From an optimization exercise on the open Yosys and OpenROAD flow, aimed at small area, a short achievable clock period and few clock cycles; shortcuts taken in it are not production practice. No functional check of the RTL was part of any run shown here. Power is estimated from default activity; no workload was simulated.

$ cat flow/config.mk
export PLATFORM = sky130hd
export DESIGN_NAME = top
export DESIGN_NICKNAME = top
export VERILOG_FILES = /design/flow/design.v
export SDC_FILE = /design/flow/constraint.sdc
export NUM_CORES = 4
export LEC_CHECK = 0
export CAP_MARGIN = 20
export CORE_MARGIN = 2
export CORE_UTILIZATION = 40
export SLEW_MARGIN = 20
$ cat flow/constraint.sdc
create_clock -name core_clock -period 24.0 [get_ports {clk}]
set_input_delay 4.8000 -clock core_clock [delete_from_list [all_inputs] [get_ports {clk}]]
set_output_delay 4.8000 -clock core_clock [all_outputs]
set_load 0.01 [all_outputs]
$ cat flow/design.v
module grayscale(
  input  [23:0] d,
  output [7:0]  q
  );
wire [11:0] r  = {4'b0000, d[7:0]};
wire [11:0] g  = {4'b0000, d[15:8]};
wire [11:0] b  = {4'b0000, d[23:16]};
wire [11:0] t0 = r;
wire [11:0] t1 = r << 2;
wire [11:0] t2 = g;
wire [11:0] t3 = g << 3;
wire [11:0] t4 = b << 1;
wire [11:0] s1 = t0 ^ t1 ^ t2;
wire [11:0] c1 = ((t0 & t1) | (t0 & t2) | (t1 & t2)) << 1;
wire [11:0] s2 = s1 ^ c1 ^ t3;
wire [11:0] c2 = ((s1 & c1) | (s1 & t3) | (c1 & t3)) << 1;
wire [11:0] s3 = s2 ^ c2 ^ t4;
wire [11:0] c3 = ((s2 & c2) | (s2 & t4) | (c2 & t4)) << 1;
wire [11:0] total = s3 + c3;
assign q = total[11:4];
endmodule
module sat_add(
  input  [7:0] a,
  input  [7:0] m,
  input        neg,
  output [7:0] q
  );
wire [8:0] r = {1'b0, a} + {1'b0, m ^ {8{neg}}} + {8'b0, neg};
wire       ovf = r[8] ^ neg;
assign q = ovf ? {8{~neg}} : r[7:0];
endmodule
module err_dif(
  input  [7:0] a,
  input  [6:0] c7,
  input  [6:0] ep,
  input        sp,
  input        m3,
  output [7:0] v,
  output       s,
  output [6:0] e
  );
wire [8:0] ep3 = {2'b00, ep} + {1'b0, ep, 1'b0};
wire [4:0] d3  = m3 ? ep3[8:4] : 5'd0;
wire [7:0] t;
sat_add u_t(.a(a), .m({3'b000, d3}), .neg(sp), .q(t));
sat_add u_v(.a(t), .m({2'b00, c7[5:0]}), .neg(c7[6]), .q(v));
assign s  = v[7];
assign e  = v[6:0] ^ {7{v[7]}};
endmodule
module controller #(
  parameter W  = 800,
  parameter H  = 600,
  parameter K  = 4,
  parameter AW = 19
  ) (
  input               clk,
  input               rst,
  output reg [AW-1:0] oa,
  output reg [AW-1:0] ia,
  output reg          rd,
  output reg          wr,
  output reg          done,
  output reg          a_sel,     
  output reg          idle,      
  output reg          lane_k,    
  output reg          x_last,    
  output reg          x_nlast,   
  output reg          c7_0       
  );
function integer lg2;
  input integer n;
  integer i;
  begin
    lg2 = 0;
    for (i = n - 1; i > 0; i = i >> 1)
      lg2 = lg2 + 1;
  end
endfunction
localparam integer CW  = lg2(K + 2);
localparam integer XW  = lg2(W);
localparam integer WK1 = W * (K + 1);
localparam [AW-1:0] D_RD   = W * K + K + 2;
localparam [AW-1:0] D_RDW  = W * K + K + 2 - WK1;
localparam [AW-1:0] D_L0   = -1;
localparam [AW-1:0] D_L0W  = WK1 - 1;
localparam [AW-1:0] D_LN   = -W - 1;
localparam [AW-1:0] D_LNW  = WK1 - W - 1;
localparam [AW-1:0] I_L3   = -3 * W - 3;
localparam [AW-1:0] I_L3W  = WK1 - 3 * W - 3;
localparam [AW-1:0] I_L4   = -4 * W - 3;
localparam [AW-1:0] I_L4W  = WK1 - 4 * W - 3;
localparam [AW-1:0] I_L0   = W * (K - 2) + K;
localparam [AW-1:0] I_L0W  = W * (K - 2) + K - WK1;
localparam [AW-1:0] OA0    = W * (H - 1) + W - 3 - K;
localparam [AW-1:0] N_PIX  = W * H;         
localparam [AW-1:0] N_RD   = W * (H - K);   
localparam [AW-1:0] LAST   = W - 1;         
reg [CW-1:0] c;
reg [XW-1:0] x0;
wire         x0_s  = (x0 < 16);
wire [3:0]   x0_l  = x0[3:0];
wire         x0_e  = (x0 == W - 1);
reg [CW-1:0] c_n;
reg [AW-1:0] doa, dia, oa_n;
reg [3:0]    dx;
reg          wa, wi, rd_n, wr_n, done_n;
always @(*) begin
  c_n = (c == K + 1) ? {CW{1'b0}} : c + 1'b1;
  if (c == 0) begin
    wa  = x0_s && x0_l < K + 2;
    doa = wa ? D_RDW : D_RD;
  end else begin
    wa  = x0_s && x0_l == c - 1;
    if (c == 1)
      doa = wa ? D_L0W : D_L0;
    else
      doa = wa ? D_LNW : D_LN;
  end
  oa_n = oa + doa;
  dx = x0_l - c;
  if (c_n == 0) begin
    wi  = x0_s && x0_l >= 1 && x0_l <= K;
    dia = wi ? I_L0W : I_L0;
  end else if (c_n == K) begin
    wi  = (x0_s && x0_l < K - 1) || x0_e;
    dia = wi ? I_L0W : I_L0;
  end else if (c_n == K + 1) begin
    wi  = x0_s && x0_l < K;
    dia = wi ? I_L0W : I_L0;
  end else if (c_n == 1) begin
    wi  = x0_s && x0_l < 3;
    dia = wi ? I_L3W : I_L3;
  end else begin
    wi  = x0_s && x0_l >= c && dx <= 2;
    dia = wi ? I_L4W : I_L4;
  end
  done_n = done || (wr && oa == LAST);
  rd_n = (c_n == 1) && (oa_n < N_RD) && !done_n;
  wr_n = (c_n != 1) && (oa_n < N_PIX) && !done_n;
end
always @(posedge clk) begin
  ia      <= oa_n + dia;
  a_sel   <= (c_n == 1) && (oa_n < N_RD);
  idle    <= (c_n == 0);
  lane_k  <= (c_n == K + 1);
  x_last  <= x0_s && x0_l == c;
  c7_0    <= x_last || lane_k;
  x_nlast <= (c == 0) ? x0_e : (x0_s && x0_l == c - 1);
end
always @(posedge clk or posedge rst) begin
  if (rst) begin
    c    <= 0;
    x0   <= W - 1;
    oa   <= OA0;
    rd   <= 1'b0;
    wr   <= 1'b0;
    done <= 1'b0;
  end else begin
    c    <= c_n;
    if (c == K + 1)
      x0 <= x0_e ? {XW{1'b0}} : x0 + 1'b1;
    oa   <= oa_n;
    rd   <= rd_n;
    wr   <= wr_n;
    done <= done_n;
  end
end
endmodule
module sipu_core #(
  parameter W  = 800,
  parameter H  = 600,
  parameter K  = 4,
  parameter AW = 19
  ) (
  input           clk,
  input           rst,
  input  [23:0]   in_mem_data,
  input  [7:0]    out_mem_data,
  output reg [7:0] mux_data,
  output          en_in_mem,
  output [AW-1:0] in_mem_addr,
  output          en_out_mem,
  output [AW-1:0] out_mem_addr,
  output          out_mem_read,
  output          out_mem_write,
  output          done
  );
localparam integer RW = 19;     
wire a_sel, idle, lane_k, x_last, x_nlast, c7_0;
controller #(.W(W), .H(H), .K(K), .AW(AW)) ctrl(
  .clk(clk), .rst(rst), .oa(out_mem_addr), .ia(in_mem_addr),
  .rd(out_mem_read), .wr(out_mem_write), .done(done),
  .a_sel(a_sel), .idle(idle), .lane_k(lane_k), .x_last(x_last),
  .x_nlast(x_nlast), .c7_0(c7_0));
assign en_in_mem  = 1'b1;
assign en_out_mem = 1'b1;
reg [RW*(K+1)-1:0] ring;
reg [RW:0]         tail;
reg [23:0]         in_q;
reg [7:0]          g1_q;     
wire [RW-1:0] head = ring[RW-1:0];
wire [7:0]    a    = head[7:0];
wire [6:0]    c7   = head[18:12];
wire [7:0] v;
wire       s;
wire [6:0] e;
wire [6:0] e_q = tail[18:12];
wire       s_q = tail[19];
err_dif ed(.a(a), .c7(c7), .ep(e_q), .sp(s_q && !x_last), .m3(!x_last),
           .v(v), .s(s), .e(e));
wire [9:0] ep5 = {3'b000, e_q} + {1'b0, e_q, 2'b00};
wire [2:0] d1n = x_nlast ? 3'd0 : e_q[6:4];
wire [3:0] d1_nx = ring[2*RW-8:2*RW-11];
wire [7:0] g, g1, a_calc;
grayscale gray(.d(in_q), .q(g));
sat_add u_g1(.a(g), .m({5'b00000, d1_nx[2:0]}), .neg(d1_nx[3]), .q(g1));
sat_add u_g5(.a(g1_q), .m({2'b00, ep5[9:4]}), .neg(s_q), .q(a_calc));
wire [7:0] a_n  = a_sel ? out_mem_data : a_calc;
wire [3:0] d1_n = {s_q && !x_nlast, d1n};
wire [9:0] t7 = {tail[18:12], 3'b000} - {3'b000, tail[18:12]};
always @(posedge clk) begin
  tail     <= {s && !idle, idle ? 7'd0 : e, d1_n, a_n};
  ring     <= {tail[19] && !c7_0, c7_0 ? 6'd0 : t7[9:4], tail[11:0],
               ring[RW*(K+1)-1:RW]};
  in_q     <= in_mem_data;
  g1_q     <= g1;
  mux_data <= lane_k ? v : {8{s}};
end
endmodule
module top(clk,
           rst,
           done,
           in_mem_data,
           out_mem_data,
           mux_data,
           en_in_mem,
           in_mem_addr,
           en_out_mem,
           out_mem_addr,
           out_mem_read,
           out_mem_write
           );
  input  clk;
  input  rst;
  input  [23:0]  in_mem_data;
  input  [7:0]   out_mem_data;
  output [7:0]   mux_data;
  output         en_in_mem;
  output [31:0]  in_mem_addr;
  output         en_out_mem;
  output [31:0]  out_mem_addr;
  output         out_mem_read;
  output         out_mem_write;
  output done;
  wire [18:0] in_addr;
  wire [18:0] out_addr;
  assign in_mem_addr  = {13'd0, in_addr};
  assign out_mem_addr = {13'd0, out_addr};
  sipu_core #(.W(800), .H(600), .K(6), .AW(19)) core(
    .clk(clk), .rst(rst),
    .in_mem_data(in_mem_data), .out_mem_data(out_mem_data),
    .mux_data(mux_data),
    .en_in_mem(en_in_mem), .in_mem_addr(in_addr),
    .en_out_mem(en_out_mem), .out_mem_addr(out_addr),
    .out_mem_read(out_mem_read), .out_mem_write(out_mem_write),
    .done(done));
endmodule
$ cat flow/flow/run.sh
#!/bin/bash
set -o pipefail
export BUFFER_PORTS_ARGS="-buffer_cell sky130_fd_sc_hd__buf_2"
export CTS_ARGS="-sink_clustering_enable -repair_clock_nets -dont_use_dummy_load -sink_clustering_size 26 -sink_clustering_max_diameter 90 -buf_list {sky130_fd_sc_hd__clkbuf_16}"
bash standard.sh > standard.log 2>&1
$ cat flow/standard.sh
#!/bin/bash
# synth_recipe.tcl (not shown) runs the flow's synth.tcl, then flattens the netlist and writes it again
# the make line also repeats each setting of config.mk as NAME=value (left out here)
make -C /OpenROAD-flow-scripts/flow DESIGN_CONFIG=/design/flow/config.mk WORK_HOME=/design/flow/orfs CLKGATE_MAP_FILE= SYNTH_SCRIPT=/design/flow/synth_recipe.tcl "${@:-finish}"
==> results of run 1 <==
## worst paths after layout
| kind | cells past startpoint | start | to |
|---|---|---|---|
| max | 24 | core.tail[15] | core.tail[17] |
| min | 0 | core.ring[47] | core.ring[28] |
| max reg2reg | 24 | core.tail[15] | core.tail[17] |
| min reg2reg | 0 | core.ring[47] | core.ring[28] |
| max in group asynchronous | 3 | rst | core.ctrl.oa[18] |
| min in group asynchronous | 3 | rst | core.ctrl.x0[5] |
## through the flow
step	hold WS, ns	setup WS, ns	util (%)	power, W
after floorplan	0.310	18.46	-	0.00110
after global placement	0.310	17.91	43.0	0.00121
after detailed placement	0.312	17.73	43.0	0.00122
after CTS	0.324	17.67	44.2	0.00146
after global routing	0.330	17.18	44.2	0.00156
final	0.322	17.64	44.2	0.00144
## cells by family after synthesis
| kind of cell | synth area share, % |
|---|---|
| and+or+nand+nor | 10.8 |
| DFF | 44.8 |
| adders and majority gates | 17.2 |
| AOI/OAI and AO/OA | 13.3 |
| xor gates and xnor gates | 8.16 |
| other | 0.0649 |
| muxes | 0.800 |
| buffers and inverters | 4.86 |
## cells in the mapped netlist (8+ instances only)
cell type	instances
nor3_1	21
buf_4	29
nor2b_1	10
nand3_1	18
o21bai_1	8
inv_1	75
and3_1	9
o21a_1	15
and2_1	9
o31ai_1	8
dfxtp_1	214
ha_1	101
dfstp_2	20
a21oi_1	51
xor2_1	40
nand2_1	66
xnor2_1	59
nand2b_1	11
dfrtp_1	15
a21o_1	23
o21ai_0	40
nor2_1	75
fa_1	26
maj3_1	16
a31oi_1	8
## flip-flops by register name (all words and copies together) (netlist names), 3 cells and up
| signal | flops |
|---|---|
| core.ring | 129 |
| core.in_q | 24 |
| core.tail | 20 |
| core.ctrl.ia | 19 |
| core.ctrl.oa | 19 |
| core.ctrl.x0 | 10 |
| core.g1_q | 8 |
| core.mux_data | 8 |
| core.ctrl.c | 3 |
## cell type report
class / instances / area (um2) / share of cell area (%)
repair buffers: 84 / 425 / 3.36
well taps: 384 / 480 / 3.80
inverters: 75 / 282 / 2.23
clock buffers: 14 / 350 / 2.77
flip-flops and latches: 249 / 5180 / 41.0
multi-input cells: 762 / 5930 / 46.8
## report_power, final
group / switching (W) / leakage, nW / internal [W] / total (W)
clock: 0.000125 / 0.173 / 0.000105 / 0.000230
sequential: 0.0000392 / 2.18 / 0.000547 / 0.000586
combinational: 0.000346 / 3.23 / 0.000280 / 0.000627
total: 0.000510 / 5.58 / 0.000932 / 0.00144
## layer usage
metal,vias up,global-route usage [%]
met5,-,0
met3,30,1.92
met2,141,23.7
met4,0,3.78
met1,3548,19.5
li1,3904,-
==> flow_summary.toml, run 1 <==
[synthesis]
synth-seq-cells = 249
netlist_instances = 1101
synth_top_area_share_pct = 37.0
ys.flop_type = "dfxtp_1"
yosysWarnings = 2
synth_area_mm2 = 0.0116
synth_edf_count = 0
avgSynthCellArea_um2 = 10.5
synthTopCellsByArea = "dfxtp_1, ha_1, dfstp_2"
async_flop_share_pct = 14.1
ys_seq_area_share_pct = 44.8
yosysTopAreaCell = "dfxtp_1"
synthDistinctLibCells = 88

[die]
die_area_mm2 = 0.0303
num_rows = 62
die_x_um = 174
ios = 111
start_util_pct = 40.4
die_h_um = 174
core_area_mm2 = 0.0286

[finish]
areaGrowthSynthToFinish_pct = 9.33
fillerInstances = 2725
mostFrequentLayoutCell = "dfxtp_1"
fin_nets = 1347
stdcell_count = 1568
final_cell_mix = "dfxtp_1, ha_1, buf_2"
layout-drive-gt1-share_pct = 13.3
fin_area_mm2 = 0.0126
diodes = 0

[timing]
fin_crit_sh_pct = 26.5
slew_violations = 0
finalClockSkew_ns = 0.0463
max-slew-margin-rel_pct = 40.5
setup_violations = 0
rsz0062_at_grt = "no"
worst_pin_slew_ns = 0.885
clock.fmax_ghz = 0.157
setup-tns-final_ns = 0
layout_min_cycle_time_ns = 6.36
hold_viol_final = 0

[routing]
wl_met3_um = 761
post_drt_wl_per_cell_um = 13.7
firstDrtPassIters = 5
dr_total_vias = 7623
vias_per_cell = 4.86
drt-met1-wl_mm = 10.5
detail-route-antenna-nets = 0
drc = 0
drt_iter0_drc = 384
top_layer = "met4"
wl_met2_mm = 9.76
wirelength_mm = 21.5

[worst_setup_path]
crit_required_ns = 24.39
rrSetupSlack_ns = 17.64
crit_buf_inv = 0
cp-start-kind = "register"
path_cells = "ha_1 > a21oi_1 > a21boi_1 > or2_2 > a21o_1 > a21oi_1 > xnor2_1 > and2_1 > ha_1 > o21ai_0 > o21ai_1 > a311o_1 > nor2_1 > o21ai_0 > ha_1 > a21o_1 > a21oi_1 > o21bai_1 > a21oi_1 > o21ai_1 > o221ai_1 > nor3b_1 > o211ai_1 > a222oi_1"
cp.arrival_ns = 6.75
worst-path-max-fanout = 10
cpPeakStageDelay_ns = 0.65
cp-end-kind = "register"
crit_type = "reg -> reg"
critPathMostFrequentCell = "a21oi_1"
crit_family = "compound AO/OA/AOI/OAI gates"
cp_slowest_cell = "o21ai_1"

[placed_design]
place.gp.congestion = 0.866
hpwlAfterDp_mm = 16.5
dp_cells = 1554
io_buffers = 82
placed_area_mm2 = 0.0123

[global_routing]
antenna_found_initial = 0
grt_max_degree = 36
grt_usage_pct = 14.2
grt-ovfl-total = 0
grt_pass1_wl_mm = 35.9
grt_pass1_vias = 7395

[power_and_ir_drop]
max-vdd-ir-drop_mv = 0.0701
p_per_area_mw_per_mm2 = 114
power_leakage_nw = 5.58

[clock_network]
cts_buffers = 14
clock_sinks = 249
cts_resized = 0
cts.clk_slew.worst_paths_ns = 0.10
cts_tree = "yes"
clockBufferDepth = 3
clock_latency_ns = 0.48
ctsHoldBuffers = 0
post_cts_buffers = 0
htreeDepth = 1
cts_root_buffer = "clkbuf_16"

[status]
status = "complete, no violations"

[run]
max_cap_violations = 0

[hold_path]
hp-class = "reg -> reg"
==> run 2, diff against run 1 <==
--- a/flow/design.v
+++ b/flow/design.v
@@ -63,4 +63,5 @@
   output reg          a_sel,     
-  output reg          idle,      
+  output reg          lane_0,    
   output reg          lane_k,    
+  output reg          m3,        
   output reg          x_last,    
@@ -143,5 +144,6 @@
   a_sel   <= (c_n == 1) && (oa_n < N_RD);
-  idle    <= (c_n == 0);
+  lane_0  <= (c_n == 1);
   lane_k  <= (c_n == K + 1);
   x_last  <= x0_s && x0_l == c;
+  m3      <= !(x0_s && x0_l == c) && (c_n != 1);
   c7_0    <= x_last || lane_k;
@@ -188,3 +190,3 @@
 localparam integer RW = 19;     
-wire a_sel, idle, lane_k, x_last, x_nlast, c7_0;
+wire a_sel, lane_0, lane_k, m3, x_last, x_nlast, c7_0;
 controller #(.W(W), .H(H), .K(K), .AW(AW)) ctrl(
@@ -192,3 +194,3 @@
   .rd(out_mem_read), .wr(out_mem_write), .done(done),
-  .a_sel(a_sel), .idle(idle), .lane_k(lane_k), .x_last(x_last),
+  .a_sel(a_sel), .lane_0(lane_0), .lane_k(lane_k), .m3(m3), .x_last(x_last),
   .x_nlast(x_nlast), .c7_0(c7_0));
@@ -208,6 +210,7 @@
 wire       s_q = tail[19];
-err_dif ed(.a(a), .c7(c7), .ep(e_q), .sp(s_q && !x_last), .m3(!x_last),
+err_dif ed(.a(a), .c7(c7), .ep(e_q), .sp(s_q && m3), .m3(m3),
            .v(v), .s(s), .e(e));
 wire [9:0] ep5 = {3'b000, e_q} + {1'b0, e_q, 2'b00};
-wire [2:0] d1n = x_nlast ? 3'd0 : e_q[6:4];
+wire [5:0] d5  = lane_0 ? 6'd0 : ep5[9:4];
+wire [2:0] d1n = (x_nlast || lane_0) ? 3'd0 : e_q[6:4];
 wire [3:0] d1_nx = ring[2*RW-8:2*RW-11];
@@ -216,8 +219,8 @@
 sat_add u_g1(.a(g), .m({5'b00000, d1_nx[2:0]}), .neg(d1_nx[3]), .q(g1));
-sat_add u_g5(.a(g1_q), .m({2'b00, ep5[9:4]}), .neg(s_q), .q(a_calc));
+sat_add u_g5(.a(g1_q), .m({2'b00, d5}), .neg(s_q && !lane_0), .q(a_calc));
 wire [7:0] a_n  = a_sel ? out_mem_data : a_calc;
-wire [3:0] d1_n = {s_q && !x_nlast, d1n};
+wire [3:0] d1_n = {s_q && !x_nlast && !lane_0, d1n};
 wire [9:0] t7 = {tail[18:12], 3'b000} - {3'b000, tail[18:12]};
 always @(posedge clk) begin
-  tail     <= {s && !idle, idle ? 7'd0 : e, d1_n, a_n};
+  tail     <= {s, e, d1_n, a_n};
   ring     <= {tail[19] && !c7_0, c7_0 ? 6'd0 : t7[9:4], tail[11:0],
==> flow_summary.toml, run 2 <==
[clock_network]
cts.clk_slew.worst_paths_ns = 0.09
post_cts_buffers = 0
cts_root_buffer = "clkbuf_16"
cts_buffers = 14
clockBufferDepth = 3
clock_latency_ns = 0.48
ctsHoldBuffers = 0
clock_sinks = 249
cts_resized = 0
cts_tree = "yes"
htreeDepth = 1

[placed_design]
dp_cells = 1535
io_buffers = 82
hpwlAfterDp_mm = 16.2
place.gp.congestion = 0.849

[die]
num_rows = 61
start_util_pct = 40.9
die_h_um = 173
die_area_mm2 = 0.0299
core_area_mm2 = 0.0279
ios = 111
die_x_um = 173

[timing]
worst_pin_slew_ns = 0.712
slew_violations = 0
setup_violations = 0
max-slew-margin-rel_pct = 52.2
setup-tns-final_ns = 0
layout_min_cycle_time_ns = 6.21
hold_viol_final = 0
clock.fmax_ghz = 0.161
rsz0062_at_grt = "no"
fin_crit_sh_pct = 25.9
finalClockSkew_ns = 0.0293

[worst_setup_path]
cp_slowest_cell = "dfxtp_1"
cp-startpoint = "core.tail[19]"
cpPeakStageDelay_ns = 0.70
reg2reg_depth = 23
crit_required_ns = 19.20
cp-start-kind = "register"
path_cells = "buf_2"
crit_family = "flip-flops"
cp.arrival_ns = 1.41
rrSetupSlack_ns = 18.16
crit_buf_inv = 1
crit_type = "reg -> out"
crit_end = "mux_data[7]"
r2r_start = "core.tail[15]"
path_depth = 1
cp-end-kind = "primary output"
worst-path-max-fanout = 11
rr_endpoint = "core.tail[17]"

[synthesis]
synth_compound_area_share_pct = 13.1
synth-seq-cells = 249
synth_common_cells = "dfxtp_1, ha_1, inv_1"
synthMuxAreaShare_pct = 0.723
synth_top_area_share_pct = 37.5
synthAdderAreaFrac_pct = 17.2
ys.flop_type = "dfxtp_1"
async_flop_share_pct = 14.1
avgSynthCellArea_um2 = 10.5
synth_area_mm2 = 0.0114
ys_seq_area_share_pct = 45.4
yosysWarnings = 2
synthDistinctLibCells = 79
netlist_instances = 1092
synth_edf_count = 0
synth_top_family_by_area = "adder cells"
synth-simple-area-share_pct = 10.5
synth.most_common_cell = "dfxtp_1"
synth_xor_area_share_pct = 7.88
yosysTopAreaCell = "dfxtp_1"
synthTopCellsByArea = "dfxtp_1, ha_1, xnor2_1"

[finish]
largest_reg_flops = 129
layout-drive-gt1-share_pct = 12.6
mostFrequentLayoutCell = "dfxtp_1"
areaGrowthSynthToFinish_pct = 9.30
fillerInstances = 2677
diodes = 0
fin_nets = 1336
stdcell_count = 1549
final_cell_mix = "dfxtp_1, ha_1, buf_2"
reg.largest.list = "core.ring: 129 flops, core.in_q: 24 flops, core.tail: 20 flops"
largest_register = "core.ring"

[global_routing]
grt_max_degree = 36
grt_usage_pct = 14.1
grt_pass1_vias = 7377
grt_pass1_wl_mm = 35.3
grt-ovfl-total = 0
antenna_found_initial = 0

[routing]
drt_iter0_drc = 416
dr_total_vias = 7523
post_drt_wl_per_cell_um = 13.7
firstDrtPassIters = 4
drc = 0
detail-route-antenna-nets = 0
wirelength_mm = 21.1
vias_per_cell = 4.86

[power_and_ir_drop]
p_per_area_mw_per_mm2 = 123
max-vdd-ir-drop_mv = 0.0865
power_leakage_nw = 5.41

[run]
max_cap_violations = 0

[hold_path]
hp-class = "reg -> reg"

[status]
status = "complete, no violations"
run 2: cell types whose count changed after synthesis, sizes merged, moves of 5 or more:
cell	previous run	this run
xor2	42	31
o21ai	47	37
nand2	66	57
nor3	22	31
xnor2	61	70
a211oi	5	13
and3	10	4
nand4	2	8
a21oi	52	57
maj3	20	15
run 2: cell families after synthesis:
family | after synthesis
AO/OA/AOI/OAI | 216
XOR/XNOR | 101
adder cells (fa/ha/maj) | 144
buffers and inverters | 124
flip-flops | 249
multiplexers | 8
other | 2
AND/OR/NAND/NOR | 248
run 2: final cells by class:
class	instances	area, um2	area share [%]
inverters	80	303	2.43
clock buffers	14	350	2.81
repair buffers	83	418	3.35
flip-flops and latches	249	5180	41.5
well taps	378	473	3.79
multi-input cells	745	5760	46.1
run 2: stage by stage:
stage	power (W)	utilization, %	worst slack (ns)	hold slack [ns]	instance area, um2
final	0.00154	44.7	17.79	0.312	12500
after global routing	0.00167	44.7	17.69	0.314	12500
after CTS	0.00156	44.7	17.75	0.311	12500
after detailed placement	0.00132	43.4	18.22	0.312	12100
after global placement	0.00132	43.4	18.31	0.310	12100
after floorplan	0.00117	-	18.46	0.310	11500
run 2: metal layers:
layer | wire length, um | track usage [%] | up-vias | share of wire, %
li1 | - | - | 3865 | -
met3 | 770 | 2.07 | 34 | 3.6
met4 | 617 | 4.59 | 0 | 2.9
met5 | 0 | 0 | - | 0
met2 | 9610 | 23.6 | 132 | 45
met1 | 10200 | 18.8 | 3492 | 48
run 2: how the worst min path moves through the flow:
stage | depth (start not counted) | startpoint | to
2_1_floorplan | 0 | core.ring[19] | core.ring[0]
3_3_place_gp | 0 | core.ring[71] | core.ring[52]
3_5_place_dp | 0 | core.ring[49] | core.ring[30]
4_1_cts | 0 | core.ring[50] | core.ring[31]
5_1_grt | 0 | core.ring[50] | core.ring[31]
6_report | 0 | core.ring[50] | core.ring[31]
run 2: power by group:
part           total (W)  switching [W]  internal [W]
clock network   0.000226       0.000121      0.000105
registers       0.000604      0.0000525      0.000552
logic           0.000709       0.000381      0.000327
total            0.00154       0.000555      0.000984
==> run 3, diff against run 2 <==
--- a/flow/design.v
+++ b/flow/design.v
@@ -31,2 +31,30 @@
 endmodule
+module err_terms(
+  input  [6:0] e,
+  output [4:0] d3,
+  output [5:0] d5,
+  output [5:0] d7
+  );
+wire [2:0] h = e[6:4];
+wire [3:0] l = e[3:0];
+wire [1:0] k3 = (l >= 11) ? 2'd2 : (l >= 6) ? 2'd1 : 2'd0;
+reg  [2:0] k5, k7;
+always @(*) begin
+  if (l >= 13)      k5 = 3'd4;
+  else if (l >= 10) k5 = 3'd3;
+  else if (l >= 7)  k5 = 3'd2;
+  else if (l >= 4)  k5 = 3'd1;
+  else              k5 = 3'd0;
+  if (l >= 14)      k7 = 3'd6;
+  else if (l >= 12) k7 = 3'd5;
+  else if (l >= 10) k7 = 3'd4;
+  else if (l >= 7)  k7 = 3'd3;
+  else if (l >= 5)  k7 = 3'd2;
+  else if (l >= 3)  k7 = 3'd1;
+  else              k7 = 3'd0;
+end
+assign d3 = {1'b0, h, 1'b0} + {2'b00, h} + {3'b000, k3};
+assign d5 = {1'b0, h, 2'b00} + {3'b000, h} + {3'b000, k5};
+assign d7 = {h, 3'b000} - {3'b000, h} + {3'b000, k7};
+endmodule
 module err_dif(
@@ -41,4 +69,5 @@
   );
-wire [8:0] ep3 = {2'b00, ep} + {1'b0, ep, 1'b0};
-wire [4:0] d3  = m3 ? ep3[8:4] : 5'd0;
+wire [4:0] ep3;
+err_terms et(.e(ep), .d3(ep3), .d5(), .d7());
+wire [4:0] d3  = m3 ? ep3 : 5'd0;
 wire [7:0] t;
@@ -63,8 +92,6 @@
   output reg          a_sel,     
-  output reg          lane_0,    
+  output reg          idle,      
   output reg          lane_k,    
-  output reg          m3,        
   output reg          x_last,    
-  output reg          x_nlast,   
-  output reg          c7_0       
+  output reg          x_nlast    
   );
@@ -144,7 +171,5 @@
   a_sel   <= (c_n == 1) && (oa_n < N_RD);
-  lane_0  <= (c_n == 1);
+  idle    <= (c_n == 0);
   lane_k  <= (c_n == K + 1);
   x_last  <= x0_s && x0_l == c;
-  m3      <= !(x0_s && x0_l == c) && (c_n != 1);
-  c7_0    <= x_last || lane_k;
   x_nlast <= (c == 0) ? x0_e : (x0_s && x0_l == c - 1);
@@ -190,3 +215,3 @@
 localparam integer RW = 19;     
-wire a_sel, lane_0, lane_k, m3, x_last, x_nlast, c7_0;
+wire a_sel, idle, lane_k, x_last, x_nlast;
 controller #(.W(W), .H(H), .K(K), .AW(AW)) ctrl(
@@ -194,4 +219,3 @@
   .rd(out_mem_read), .wr(out_mem_write), .done(done),
-  .a_sel(a_sel), .lane_0(lane_0), .lane_k(lane_k), .m3(m3), .x_last(x_last),
-  .x_nlast(x_nlast), .c7_0(c7_0));
+  .a_sel(a_sel), .idle(idle), .lane_k(lane_k), .x_last(x_last), .x_nlast(x_nlast));
 assign en_in_mem  = 1'b1;
@@ -202,2 +226,4 @@
 reg [7:0]          g1_q;     
+reg [6:0]          e_q;      
+reg                s_q;      
 wire [RW-1:0] head = ring[RW-1:0];
@@ -208,9 +234,7 @@
 wire [6:0] e;
-wire [6:0] e_q = tail[18:12];
-wire       s_q = tail[19];
-err_dif ed(.a(a), .c7(c7), .ep(e_q), .sp(s_q && m3), .m3(m3),
+err_dif ed(.a(a), .c7(c7), .ep(e_q), .sp(s_q), .m3(!x_last),
            .v(v), .s(s), .e(e));
-wire [9:0] ep5 = {3'b000, e_q} + {1'b0, e_q, 2'b00};
-wire [5:0] d5  = lane_0 ? 6'd0 : ep5[9:4];
-wire [2:0] d1n = (x_nlast || lane_0) ? 3'd0 : e_q[6:4];
+wire [5:0] ep5;
+err_terms et5(.e(e_q), .d3(), .d5(ep5), .d7());
+wire [2:0] d1n = x_nlast ? 3'd0 : e_q[6:4];
 wire [3:0] d1_nx = ring[2*RW-8:2*RW-11];
@@ -219,12 +243,15 @@
 sat_add u_g1(.a(g), .m({5'b00000, d1_nx[2:0]}), .neg(d1_nx[3]), .q(g1));
-sat_add u_g5(.a(g1_q), .m({2'b00, d5}), .neg(s_q && !lane_0), .q(a_calc));
+sat_add u_g5(.a(g1_q), .m({2'b00, ep5}), .neg(s_q), .q(a_calc));
 wire [7:0] a_n  = a_sel ? out_mem_data : a_calc;
-wire [3:0] d1_n = {s_q && !x_nlast && !lane_0, d1n};
-wire [9:0] t7 = {tail[18:12], 3'b000} - {3'b000, tail[18:12]};
+wire [7:0] c7_n = (x_last || lane_k) ? 8'd0 : {s, e};
+wire [3:0] d1_n = {s_q && !x_nlast, d1n};
+wire [5:0] t7;
+err_terms et7(.e(tail[18:12]), .d3(), .d5(), .d7(t7));
 always @(posedge clk) begin
-  tail     <= {s, e, d1_n, a_n};
-  ring     <= {tail[19] && !c7_0, c7_0 ? 6'd0 : t7[9:4], tail[11:0],
-               ring[RW*(K+1)-1:RW]};
+  tail     <= {c7_n, d1_n, a_n};
+  ring     <= {tail[19], t7, tail[11:0], ring[RW*(K+1)-1:RW]};
   in_q     <= in_mem_data;
   g1_q     <= g1;
+  e_q      <= idle ? 7'd0 : e;
+  s_q      <= s && !idle;
   mux_data <= lane_k ? v : {8{s}};
==> flow_summary.toml, run 3 <==
[finish]
largest_register = "core.ring"
areaGrowthSynthToFinish_pct = 9.44
stdcell_count = 1587
diodes = 0
final_cell_mix = "dfxtp_1, ha_1, nor2_1"
regArea_mm2 = 0.00533
layout-drive-gt1-share_pct = 11.1
multi_input_area_mm2 = 0.00581
largest_reg_flops = 129
fillerInstances = 2704
mostFrequentLayoutCell = "dfxtp_1"
reg.largest.list = "core.ring: 129 flops, core.in_q: 24 flops, core.tail: 20 flops"
fin_nets = 1369

[clock_network]
clock_sinks = 256
cts_resized = 0
cts_tree = "yes"
cts_root_buffer = "clkbuf_16"
post_cts_buffers = 0
ctsHoldBuffers = 0
htreeDepth = 1
clockBufferDepth = 3
cts.clk_slew.worst_paths_ns = 0.10
clock_latency_ns = 0.49
cts_buffers = 15

[timing]
setup_violations = 0
layout_min_cycle_time_ns = 6.36
finalClockSkew_ns = 0.0402
fin_crit_sh_pct = 26.5
setup-tns-final_ns = 0
slew_violations = 0
max-slew-margin-rel_pct = 30.0
clock.fmax_ghz = 0.157
hold_viol_final = 0
rsz0062_at_grt = "no"
worst_pin_slew_ns = 1.02

[routing]
firstDrtPassIters = 6
dr_total_vias = 7757
wirelength_mm = 22.0
detail-route-antenna-nets = 0
drc = 0
post_drt_wl_per_cell_um = 13.8
vias_per_cell = 4.89
drt_iter0_drc = 488

[synthesis]
yosysWarnings = 3
synth_area_mm2 = 0.0116
avgSynthCellArea_um2 = 10.3
synth.most_common_cell = "dfxtp_1"
synth_edf_count = 0
synthDistinctLibCells = 70
ys.flop_type = "dfxtp_1"
synth_top_area_share_pct = 38.1
yosysTopAreaCell = "dfxtp_1"
synth-seq-cells = 256
synthTopCellsByArea = "dfxtp_1, ha_1, fa_1"
async_flop_share_pct = 13.7
ys_seq_area_share_pct = 45.8
synth_common_cells = "dfxtp_1, ha_1, nor2_1"
netlist_instances = 1124

[power_and_ir_drop]
power_leakage_nw = 5.58
max-vdd-ir-drop_mv = 0.0783
p_per_area_mw_per_mm2 = 122

[die]
core_area_mm2 = 0.0286
num_rows = 62
die_area_mm2 = 0.0304
start_util_pct = 40.6
die_h_um = 174
die_x_um = 174
ios = 111

[global_routing]
grt_max_degree = 36
grt_pass1_wl_mm = 36.8
grt_pass1_vias = 7639
antenna_found_initial = 0
grt-ovfl-total = 0
grt_usage_pct = 14.6

[worst_setup_path]
crit_type = "reg -> reg"
cp-start-kind = "register"
cp.arrival_ns = 6.80
worst-path-max-fanout = 11
cp-end-kind = "register"
crit_required_ns = 24.44

[placed_design]
io_buffers = 82
place.gp.congestion = 0.890
hpwlAfterDp_mm = 16.7
dp_cells = 1572

[run]
max_cap_violations = 0

[hold_path]
hp-class = "reg -> reg"

[status]
status = "complete, no violations"
==> run 3: changes by cell type in the layout (fill, tap and decap cells not counted), moves of 8 or more <==
cell	change
o21ai_0	+16
nand2_1	+13
a21oi_1	+12
maj3_1	+8
nand3_1	-8
nor2_1	+8
==> run 3: critical path, stage by stage, from the launching register on <==
cell      delay, ns
dfxtp_1        0.46
a21oi_1        0.13
nand2b_1       0.17
fa_1           0.48
inv_1          0.04
ha_1           0.22
fa_1           0.43
nor2b_1        0.15
xnor2_1        0.13
ha_1           0.35
a211oi_2       0.24
o21ai_1        0.18
a21oi_1        0.36
inv_1          0.13
maj3_1         0.41
ha_1           0.30
nand2_1        0.05
a21oi_1        0.15
nand2_1        0.10
o311ai_2       0.33
a31oi_4        0.17
xnor2_1        0.82
mux2_2         0.31
maj3_2         0.18
==> run 3: logic make-up (layout without fill, tap and decap cells) <==
logic type / after synthesis / after routing / share of synthesized area (%)
fa+ha+maj: 147 / 147 / 17.5
flops: 256 / 256 / 45.8
buf+inv: 128 / 181 / 5.07
mux: 9 / 9 / 0.829
xor+xnor: 94 / 94 / 7.15
compound gates: 241 / 241 / 13.8
simple gates: 247 / 247 / 9.82
other cells: 2 / 28 / 0.0646
==> run 3: per-layer routing <==
layer,GRT usage [%],vias to the layer above,share of wire [%]
met2,24.7,133,46
met1,19.7,3629,49
met4,3.44,0,1.5
met3,2.21,23,3.7
met5,0,-,0
li1,-,3972,-
==> run 3: report_power, final <==
group          leakage [nW]  total, W  switching (W)  internal, W
clock                 0.185  0.000241       0.000129     0.000112
combinational          3.15  0.000691       0.000391     0.000299
sequential             2.24  0.000619      0.0000491     0.000570
==> run 3: path summary, 6_finish.rpt <==
path,slack [ns],startpoint,endpoint,depth (start not counted)
min in group asynchronous,4.42,rst,core.ctrl.oa[8],3
worst min-delay path,0.29,core.ring[109],core.ring[90],0
worst max register to register,17.64,core.e_q[1],core.mux_data[5],23
max in group asynchronous,19.21,rst,core.ctrl.x0[8],3
worst max-delay path,17.64,core.e_q[1],core.mux_data[5],23
worst min register to register,0.29,core.ring[109],core.ring[90],0
==> run 3: per-stage QoR <==
step / util (%) / total power [W] / area, um2 / hold slack, ns / worst slack, ns
floorplan: - / 0.00117 / 11700 / 0.310 / 18.16
global placement: 43.1 / 0.00131 / 12300 / 0.310 / 17.77
detailed placement: 43.1 / 0.00132 / 12300 / 0.312 / 17.70
CTS: 44.5 / 0.00157 / 12700 / 0.290 / 17.66
global route: 44.5 / 0.00169 / 12700 / 0.283 / 17.14
finish: 44.5 / 0.00155 / 12700 / 0.289 / 17.64
==> run 3: layout make-up <==
type,count,area share [%]
clock buffers,15,2.95
inverters,82,2.42
flip-flops and latches,256,41.8
repair buffers,84,3.34
well taps,384,3.78
multi-input cells,766,45.7

-- separate check: timing with driven ports --
Ports are ideal in the flow. The routed layouts listed here were re-timed in OpenROAD. Step 1: set_driving_cell puts a clkbuf_16 on clk and a buf_2 on each other input, an assumption about the parent block. Step 2 times the ports against the registers' clock, not the clock port: input delays grow and output delays shrink by t, the midpoint of the rising clock arrivals with the driver on. a / b / c = ideal / step 1 / step 2; a / b = the first two.
run | t, ns | setup WS [ns] | cell pins on the clock port's net
run 1 | 0.508 | 17.640 / 17.640 / 17.640 | 1
run 2 | 0.518 | 17.793 / 17.743 / 18.155 | 1
run 3 | 0.517 | 17.645 / 17.645 / 17.645 | 1
After both steps every run listed still meets setup and hold.
